What follows belongs to an exercise in optimizing a design on an open flow for small area, a short achievable clock period and few clock cycles per item; a production flow would make more cautious choices.
Function was checked by simulation only, so behaviour that the tests miss may differ from the original.
Power is estimated from default activity; no workload was simulated.

## LASER
module LASER (
input CLK,
input RST,
input [3:0] X,
input [3:0] Y,
output reg [3:0] C1X,
output reg [3:0] C1Y,
output reg [3:0] C2X,
output reg [3:0] C2Y,
output reg DONE);
localparam [5:0]  NREAD  = 6'd40;       
localparam [10:0] NROUND = 11'd2000;
localparam [15:0] INIT   = {4'd0, 4'd0, 4'd8, 4'd8};
localparam NG = 5;                      
function [9:0] lfsr_step;
  input [9:0] v;
  input integer n;
  integer k;
  begin
    lfsr_step = v;
    for (k = 0; k < n; k = k + 1)
      lfsr_step = {lfsr_step[8:0], lfsr_step[9] ^ lfsr_step[6]};
  end
endfunction
function [3:0] mv;
  input [3:0] b;
  input       up;
  input       st1;                 
  reg   [4:0] sum;
  begin
    if (up) begin
      sum = {1'b0, b} + (st1 ? 5'd1 : 5'd2);
      mv  = sum[4] ? 4'd15 : sum[3:0];
    end else begin
      sum = {1'b0, b} - (st1 ? 5'd1 : 5'd2);
      mv  = sum[4] ? 4'd0 : sum[3:0];
    end
  end
endfunction
function [15:0] mv4;
  input [15:0] b;
  input [9:0]  q;
  begin
    mv4 = {mv(b[15:12], q[0], q[5]), mv(b[11:8], q[3], q[5]),
           mv(b[7:4],   q[5], q[5]), mv(b[3:0],  q[9], q[5])};
  end
endfunction
function [3:0] cls;
  input [3:0] p, c;
  reg [4:0] d, k;
  integer b;
  begin
    k[0] = 1'b1;
    for (b = 0; b < 4; b = b + 1) begin
      d[b]   = p[b] ^ ~c[b] ^ k[b];
      k[b+1] = (p[b] & ~c[b]) | (p[b] & k[b]) | (~c[b] & k[b]);
    end
    d[4] = ~k[4];
    cls[0] = ~|d;
    cls[1] = (~d[4] & ~d[3] & ~d[2] & ~(d[1] & d[0])) | (d[4] & d[3] & d[2] & d[1]);
    cls[2] = (~d[4] & ~d[3] & ~d[2]) | (d[4] & d[3] & d[2] & (d[1] | d[0]));
    cls[3] = (~d[4] & ~d[3] & (~d[2] | ~(d[1] | d[0]))) | (d[4] & d[3] & d[2]);
  end
endfunction
function cov1;
  input [3:0] px, py, cx, cy;
  reg [3:0] a, b;
  begin
    a = cls(px, cx);
    b = cls(py, cy);
    cov1 = (a[3] & b[0]) | (a[2] & b[1]) | (a[1] & b[2]) | (a[0] & b[3]);
  end
endfunction
function cov2;
  input [7:0]  p;
  input [15:0] t;
  begin
    cov2 = cov1(p[7:4], p[3:0], t[15:12], t[11:8]) | cov1(p[7:4], p[3:0], t[7:4], t[3:0]);
  end
endfunction
function gt3;
  input [5:0] a, b, r;
  reg [5:0] s, k;
  reg [6:0] t;
  begin
    s = a ^ b ^ ~r;
    k = (a & b) | (a & ~r) | (b & ~r);
    t = {1'b0, s} + {k, 1'b0};
    gt3 = t[6];
  end
endfunction
reg  [5:0]  cnt;                        
reg  [10:0] rc;                         
reg  [9:0]  V;
reg         s1d;                        
  ...
Size: roughly 4800 cells after synthesis, ~490 flip-flops, about 27 I/O pins, about 40000 um2 of cells after synthesis.
export LEC_CHECK = 0
export ABC_AREA = 1
export CAP_MARGIN = 20
export CORE_MARGIN = 2
export CORE_UTILIZATION = 40
export SETUP_SLACK_MARGIN = 1.5
export SLEW_MARGIN = 20
create_clock -name core_clock -period 6.0 [get_ports {CLK}]
run.sh (not shown) runs the stock make flow with config.mk's settings and CLKGATE_MAP_FILE= SYNTH_SCRIPT=/design/flow/synth_recipe.tcl, a recipe that flattens the netlist after the stock synthesis.
Testbench counts at the start, summed over its fixed seeds: cycles 151,005, items 64.
Next try:
--- a/flow/config.mk
+++ b/flow/config.mk
@@ -6,5 +6,4 @@
 export NUM_CORES = 4
 export LEC_CHECK = 0
-export ABC_AREA = 1
 export CAP_MARGIN = 20
 export CORE_MARGIN = 2
Outcome: The changed run produced a clean layout; power came out higher by 5.8%; area after synthesis hardly moves; combinational power came out higher by about 13%; maximum frequency came out higher by 1.1%; via count came out lower by 6.5%; sequential power is about the same; count of clock-buffer cells in the layout came out lower by 6; die area is about the same; worst hold slack is worse by 0.0083 ns; wire length came out lower by 2.4%.
Next try:
--- a/flow/config.mk
+++ b/flow/config.mk
@@ -9,4 +9,4 @@
 export CORE_MARGIN = 2
 export CORE_UTILIZATION = 40
-export SETUP_SLACK_MARGIN = 1.5
+export SETUP_SLACK_MARGIN = 2.0
 export SLEW_MARGIN = 20
Outcome: The new run passed the timing, design-rule and antenna checks. Worst hold slack is better by 0.011 ns. Setup slack gets better by 0.075 ns. Fmax goes up slightly. Wire length grows by a few percent. Clock skew went down by 0.0086 ns.

== the reference run ==
LASER, a different RTL version from the one above (not shown whole).
Size in the first run: roughly 27 I/O pins, about 66000 um^2 of cells after synthesis.
## LASER
module LASER (
input CLK,
input RST,
input [3:0] X,
input [3:0] Y,
output reg [3:0] C1X,
output reg [3:0] C1Y,
output reg [3:0] C2X,
output reg [3:0] C2Y,
output reg DONE);
Settings: LEC_CHECK=0, CAP_MARGIN=20, CORE_MARGIN=2, CORE_UTILIZATION=40, SETUP_SLACK_MARGIN=2.5, SLEW_MARGIN=20; clock period 6.0 ns.
Testbench counts of the reference run, summed over its fixed seeds: cycles 130,752, items 64.
Changes in the trial run relative to the reference run:
- changing SETUP_SLACK_MARGIN from 2.5 to 1.5
- setting PLACE_DENSITY to 0.75 for the first time
- changing CORE_UTILIZATION from 40 to 60
Relative to the reference run, first-iteration DRC count increased by 1081 in the trial run. Per the comparison of the trial run with the reference run, met2 track demand over resource in global routing rose by 17 points, final area fell 8.9%.

Another version of the RTL of LASER (not shown whole).
Size in the first run: ~4200 cells after synthesis, about 510 flip-flops, about 27 I/O pins.
make LEC_CHECK=0 CAP_MARGIN=20 CORE_MARGIN=2 CORE_UTILIZATION=40 SETUP_SLACK_MARGIN=2.0 SLEW_MARGIN=20 finish   # period 6.0 ns
Testbench counts at the start, summed over its fixed seeds: cycles 151,005, items 64.
Rerun with:
- SETUP_SLACK_MARGIN: 2.0 -> 1.5
After rerunning:
- maximum frequency hardly moves
- synthesized area is unchanged
- synthesized cell count is unchanged
- final area came out lower by a few percent
- final cell count came out lower slightly
- routed wire length came out lower slightly
- clock power came out lower by a little under a tenth
Rerun with:
- CTS_BUF_LIST: unset -> sky130_fd_sc_hd__clkbuf_8
- CTS_CLUSTER_SIZE: unset -> 20
After rerunning: Core utilization hardly moves. Worst setup slack got worse by 42 ps. Cell area is about the same. Fmax goes down slightly. Via count goes up slightly. Final cell count goes up slightly. Global-route usage goes up by 0.17 points. Sequential share of layout area stays flat. Hold slack improved by 15 ps. Register-to-register slack got worse by 40 ps. Power goes down slightly.

==> what the ideal ports hide <==
In the flow no input, the clock included, has a driving cell. The finished layouts below were timed again as built, in two steps.
Step 1 sets driving cells, clkbuf_16 on the clock port and buf_2 on the other inputs (assumed; they add their load-dependent delay and slew).
Step 2, shift: input delay + t, output delay - t, t = (earliest + latest rising clock arrival at the registers) / 2. This alone moves slack from input paths to output paths.
Slacks: no drivers / after step 1 / after step 2; pairs: no drivers / after step 1.
| run | t, ns | setup slack, ns | worst setup path after step 2 |
|---|---|---|---|
| the first run of note 1 | 0.714 | 1.519 / 1.519 / 1.519 | register to register |
| the second run of note 1 | 0.728 | 1.568 / 1.568 / 1.568 | register to register |
| the third run of note 1 | 0.744 | 1.643 / 1.643 / 1.643 | register to register |
| the reference run | 0.786 | 1.714 / 1.714 / 1.714 | register to register |
| the trial run | 0.730 | 1.552 / 1.552 / 1.552 | register to register |
| the first run of note 3 | 0.733 | 1.598 / 1.598 / 1.598 | register to register |
| the second run of note 3 | 0.740 | 1.598 / 1.598 / 1.598 | register to register |
| the third run of note 3 | 0.819 | 1.556 / 1.556 / 1.556 | register to register |
After both steps every run listed still meets setup and hold.
